What follows belongs to an exercise in optimizing a design on an open flow for small area and a short achievable clock period; a production flow would make more cautious choices. Only simulation tests tie the RTL to the original design; equivalence was not proved.

==> module alu_srt_step, before the edit <==
module alu_srt_step #(parameter FIRST = 0) (
	input  [6:0]  ti,
	input  [25:0] si,
	input  [25:0] ci,
	input  [1:0]  nb,     
	input  [31:0] dn,     
	input  [7:0]  ds,
	input         mul,
	input  [3:0]  bs,
	output [6:0]  to,
	output [25:0] so,
	output [25:0] co,
	output        hc, ac,
	output        qp1, qp2, qn1, qn2
);
	wire [27:0] ys = {si, nb};
	wire [27:0] yc = {ci, 2'b00};
	wire [25:0] mj;
	alu_srt_win win (.ti(ti), .ys2(ys[27:26]), .yc2(yc[27:26]), .ds(ds), .dt(dn[31:25]),
		.cl(mj[25]), .mul(mul), .bs(bs), .to(to), .hc(hc), .ac(ac),
		.qp1(qp1), .qp2(qp2), .qn1(qn1), .qn2(qn2));
	wire lpos, lm1, lm2;
	alu_sm sm (.qp1(qp1), .qp2(qp2), .qn1(qn1), .qn2(qn2), .pos(lpos), .m1(lm1), .m2(lm2));
	wire [25:0] d1 = dn[25:0];
	wire [25:0] d2 = {dn[24:0], 1'b0};
	wire [25:0] m;
	assign m[25:23] = (~d1[25:23] & {3{qp1}}) | (d1[25:23] & {3{qn1}}) | (~d2[25:23] & {3{qp2}}) |
		(d2[25:23] & {3{qn2}});
	assign m[22:0] = ((d1[22:0] & {23{lm1}}) | (d2[22:0] & {23{lm2}})) ^ {23{lpos}};
	genvar i;
	generate for (i = 0; i < 26; i = i + 1) begin : b
		if (FIRST || i < 2) begin : h
			assign so[i] = ys[i] ^ m[i];
			assign mj[i] = ys[i] & m[i];
		end else if (i == 25) begin : t
			wire ms = ((d1[i] & lm1) | (d2[i] & lm2)) ^ lpos;
			assign so[i] = ys[i] ^ yc[i] ^ ms;
			assign mj[i] = (ys[i] & yc[i]) | (m[i] & (ys[i] | yc[i]));
		end else begin : f
			alu_fa fa (.A(ys[i]), .B(yc[i]), .CIN(m[i]), .SUM(so[i]), .COUT(mj[i]));
		end
	end endgenerate
	assign co = {mj[24:0], lpos};
endmodule
export LEC_CHECK = 0
export ABC_AREA = 1
export CAP_MARGIN = 60
export CORE_MARGIN = 2
export CORE_UTILIZATION = 55
export SLEW_MARGIN = 60
create_clock -name core_clock -period 400.0 [get_ports {clk}]
standard.sh (not shown) runs the stock make flow with config.mk's settings and CLKGATE_MAP_FILE= SYNTH_SCRIPT=/design/flow/synth_recipe.tcl, a recipe that flattens the netlist after the stock synthesis.
==> flow/flow/run.sh <==
#!/bin/bash
# Own flow: the standard layout (standard.sh: the standard synthesis and every ORFS step
# unchanged), except that the port buffers that ORFS's buffer_ports inserts during placement
# are the library's smallest buffer, sky130_fd_sc_hd__buf_1 (ORFS's BUFFER_PORTS_ARGS), instead
# of the cell the resizer picks by default. Every input and output port still gets a buffer.
set -euo pipefail
bash standard.sh "BUFFER_PORTS_ARGS=-buffer_cell sky130_fd_sc_hd__buf_1" finish > layout.log 2>&1
Next try:
--- a/flow/design.v
+++ b/flow/design.v
@@ -336,14 +336,14 @@
 	assign m[22:0] = ((d1[22:0] & {23{lm1}}) | (d2[22:0] & {23{lm2}})) ^ {23{lpos}};
 	genvar i;
 	generate for (i = 0; i < 26; i = i + 1) begin : b
 		if (FIRST || i < 2) begin : h
 			assign so[i] = ys[i] ^ m[i];
 			assign mj[i] = ys[i] & m[i];
-		end else if (i == 25) begin : t
-			wire ms = ((d1[i] & lm1) | (d2[i] & lm2)) ^ lpos;
+		end else if (i >= 23) begin : t
+			wire ms = ((~d1[i] & qp1) | (~d2[i] & qp2)) | ((d1[i] & qn1) | (d2[i] & qn2));
 			assign so[i] = ys[i] ^ yc[i] ^ ms;
 			assign mj[i] = (ys[i] & yc[i]) | (m[i] & (ys[i] | yc[i]));
 		end else begin : f
 			alu_fa fa (.A(ys[i]), .B(yc[i]), .CIN(m[i]), .SUM(so[i]), .COUT(mj[i]));
 		end
 	end endgenerate
Outcome:
- register-to-register slack is better by 3100 ps
- routed wire length falls by 3.9%
- final area increases by 1.5%
- die area is higher by 1.4%
- final cell count rises by 2.3%
- sequential share of layout area hardly moves
- core utilization came out lower by 0.25 points

---

run a:
Another version of the RTL of sparc_alu_reg (not shown whole).
For scale: roughly 16000 cells after synthesis, ~350 flip-flops, about 110000 um2 of cells after synthesis.
Settings: LEC_CHECK=0, ABC_AREA=1, CAP_MARGIN=50, CORE_MARGIN=2, CORE_UTILIZATION=55, SLEW_MARGIN=50; clock period 400.0 ns.
run.sh (not shown) runs the stock make flow with config.mk's settings and CLKGATE_MAP_FILE= SYNTH_SCRIPT=/design/flow/synth_recipe.tcl, a recipe that flattens the netlist after the stock synthesis.
Stock flow here: none of the scripts above is used.
### run a -> run b
diff --git a/flow/design.v b/flow/design.v
--- a/flow/design.v
+++ b/flow/design.v
@@ -330,25 +330,26 @@
 	alu_sm sm (.qp1(qp1), .qp2(qp2), .qn1(qn1), .qn2(qn2), .pos(lpos), .m1(lm1), .m2(lm2));
 	wire [25:0] d1 = dn[25:0];
 	wire [25:0] d2 = {dn[24:0], 1'b0};
 	wire [25:0] m;
 	assign m[25] = (~d1[25] & qp1) | (d1[25] & qn1) | (~d2[25] & qp2) | (d2[25] & qn2);
 	assign m[24:0] = ((d1[24:0] & {25{lm1}}) | (d2[24:0] & {25{lm2}})) ^ {25{lpos}};
 	genvar i;
 	generate for (i = 0; i < 26; i = i + 1) begin : b
 		if (FIRST || i < 2) begin : h
 			assign so[i] = ys[i] ^ m[i];
 			assign mj[i] = ys[i] & m[i];
 		end else if (i == 25) begin : t
-			assign so[i] = ys[i] ^ yc[i] ^ m[i];
+			wire ms = ((d1[i] & lm1) | (d2[i] & lm2)) ^ lpos;
+			assign so[i] = ys[i] ^ yc[i] ^ ms;
 			assign mj[i] = (ys[i] & yc[i]) | (m[i] & (ys[i] | yc[i]));
 		end else begin : f
 			alu_fa fa (.A(ys[i]), .B(yc[i]), .CIN(m[i]), .SUM(so[i]), .COUT(mj[i]));
 		end
 	end endgenerate
 	assign co = {mj[24:0], lpos};
 endmodule
 module alu_div_norm (
 	input  [31:0] d,
 	output [31:0] dn,
 	output [4:0]  lz,
 	output [7:0]  ds
@@ -579,50 +580,49 @@
 	wire [31:0] ger;
 	generate for (gi = 0; gi < 32; gi = gi + 1) begin : thermor
 		assign ger[gi] = ge[31-gi];
 	end endgenerate
 	wire sgn = op3[0] & A[31];   
 	wire [63:0] res_sh = left ? {rot & ~ge, rot & ge} :
 	                     {{32{sgn}}, (rot & ger) | ({32{sgn}} & ~ger)};
 	wire [63:0] prod;
 	wire [31:0] dq;
 	wire sat;    
 	alu_muldiv md (.n({Y, A}), .d(B), .a(A), .b(B), .mul(o_umul | o_smul), .q(dq), .sat(sat),
 		.p(prod));
-	wire [31:0] udq = sat ? 32'hffffffff : dq;
-	always_comb begin
-		ALU_res_out = res_add;
-		if (is_call || o_jmpl) ALU_res_out = {32'b0, ALU_PC_in};
-		if (is_sethi) ALU_res_out = {32'b0, ALU_imm22_in, 10'b0};
-		if (o_logic) ALU_res_out = res_log;
-		if (o_shift) ALU_res_out = res_sh;
-		if (o_umul) ALU_res_out = prod;
-		if (o_smul) ALU_res_out = {{32{prod[31]}}, prod[31:0]};
-		if (o_udiv) ALU_res_out = {32'b0, udq};
-		if (o_sdiv) ALU_res_out = {32'b0, dq};
-		if (o_rdy) ALU_res_out = {32'b0, Y};
-		if (o_wry) ALU_res_out = {A ^ B, 32'b0};
-		if (o_trap) ALU_res_out = 64'b0;
-	end
+	wire s_pc   = is_call | o_jmpl;
+	wire s_div  = o_udiv | o_sdiv;
+	wire s_mul  = o_umul | o_smul;
+	wire s_none = s_pc | is_sethi | o_logic | o_shift | s_mul | s_div | o_rdy | o_wry | o_trap;
+	wire s_add  = ~s_none;
+	wire [31:0] dres = dq | {32{sat & o_udiv}};
+	assign ALU_res_out[31:0] = ({32{s_add}} & sum) | ({32{s_pc}} & ALU_PC_in) |
+		({32{is_sethi}} & {ALU_imm22_in, 10'b0}) | ({32{o_logic}} & lres) |
+		({32{o_shift}} & res_sh[31:0]) | ({32{s_mul}} & prod[31:0]) | ({32{s_div}} & dres) |
+		({32{o_rdy}} & Y);
+	assign ALU_res_out[63:32] = ({32{s_add}} & {{31{o_sub & r32}}, r32}) | ({32{o_logic & lhi}}) |
+		({32{o_shift}} & res_sh[63:32]) | ({32{o_umul}} & prod[63:32]) |
+		({32{o_smul & prod[31]}}) | ({32{o_wry}} & (A ^ B));
 	wire zadd = ~r32 & ~|sum;
 	wire ovf = ~(A[31] ^ B[31] ^ o_sub) & (A[31] ^ sum[31]);
 	wire tag = A[0] | A[1] | B[0] | B[1];
+	wire zdq = ~|dq;
 	always_comb begin
 		ALU_icc_out = icc;
 		if (o_logcc) ALU_icc_out[2] = ~lhi & ~|lres;
 		if (o_arcc) ALU_icc_out = {sum[31], zadd, ovf | (o_tag & tag), r32};
 		if (o_tagtv && !(tag || ovf)) ALU_icc_out = {sum[31], zadd, 1'b0, r32};
 		if (o_mulcc) ALU_icc_out = {prod[31], ~|prod[31:0], 2'b00};
-		if (o_udivcc) ALU_icc_out = {udq[31], ~|udq, sat, 1'b0};
-		if (o_sdivcc) ALU_icc_out = {dq[31], ~|dq, 2'b00};
+		if (o_udivcc) ALU_icc_out = {dq[31] | sat, zdq & ~sat, sat, 1'b0};
+		if (o_sdivcc) ALU_icc_out = {dq[31], zdq, 2'b00};
 	end
 	assign ALU_Y_out = o_mulscc ? {A[0], Y[31:1]} : Y;
 	wire cn = icc[3], cz = icc[2], cv = icc[1], cc = icc[0];
 	logic base;
 	always_comb begin
 		case (cond[2:0])
 			3'd0: base = 1'b0;
 			3'd1: base = cz;
 			3'd2: base = cz | (cn ^ cv);
 			3'd3: base = cn ^ cv;
 			3'd4: base = cc | cz;
 			3'd5: base = cc;
## What came out
When run b is set beside run a, its number of inverters outside the clock class in the layout turns out to be 0.84% larger. Run b can be clocked faster than run a. Run a has higher arrival time reported for the critical path endpoint than run b. Run a -> run b: synthesized area divided by synthesized cell count flat. Run a ended up with sky130_fd_sc_hd__nor4_1 as its cell type of the slowest stage on the worst timing path; run b ended up with sky130_fd_sc_hd__clkdlybuf4s50_1. Non-clock buffer count (run b vs. run a) increases by a few percent. Summary — path length in cells of the critical path, run b relative to run a: lower, by 579. Run b vs run a on overall die width: run b is the higher one. Summary — shortest clock period the worst path allows after layout, run b relative to run a: lower, by 3550 ps. Total track usage (lower): run b.

-- re-timing with driven ports --
Ports are ideal in the flow. The routed layouts listed here were re-timed in OpenROAD.
Step 1, drivers: a clkbuf_16 drives clk and a buf_2 each remaining input, both assumed.
Step 2, shift: input delay + t, output delay - t, t = (earliest + latest rising clock arrival at the registers) / 2. This alone moves slack from input paths to output paths.
a / b / c = ideal ports / drivers / drivers and shift; a / b = the first two.
| run | t (ns) | setup slack, ns | worst setup path at the end | clock arrival spread, ns | worst slew at a driven data input, ns |
|---|---|---|---|---|---|
| the first run of note 1 | 0.641 | 318.919 / 318.856 / 319.497 | register to output | 0.031 / 0.031 | 0.05 |
| the second run of note 1 | 0.599 | 318.930 / 318.882 / 319.481 | register to output | 0.027 / 0.028 | 0.06 |
| run a | 0.689 | 314.736 / 314.736 / 314.736 | register to register | 0.023 / 0.023 | 0.10 |
| run b | 0.750 | 318.282 / 318.188 / 318.643 | register to register | 0.051 / 0.051 | 0.07 |
After both steps setup and hold are still met in every run listed.
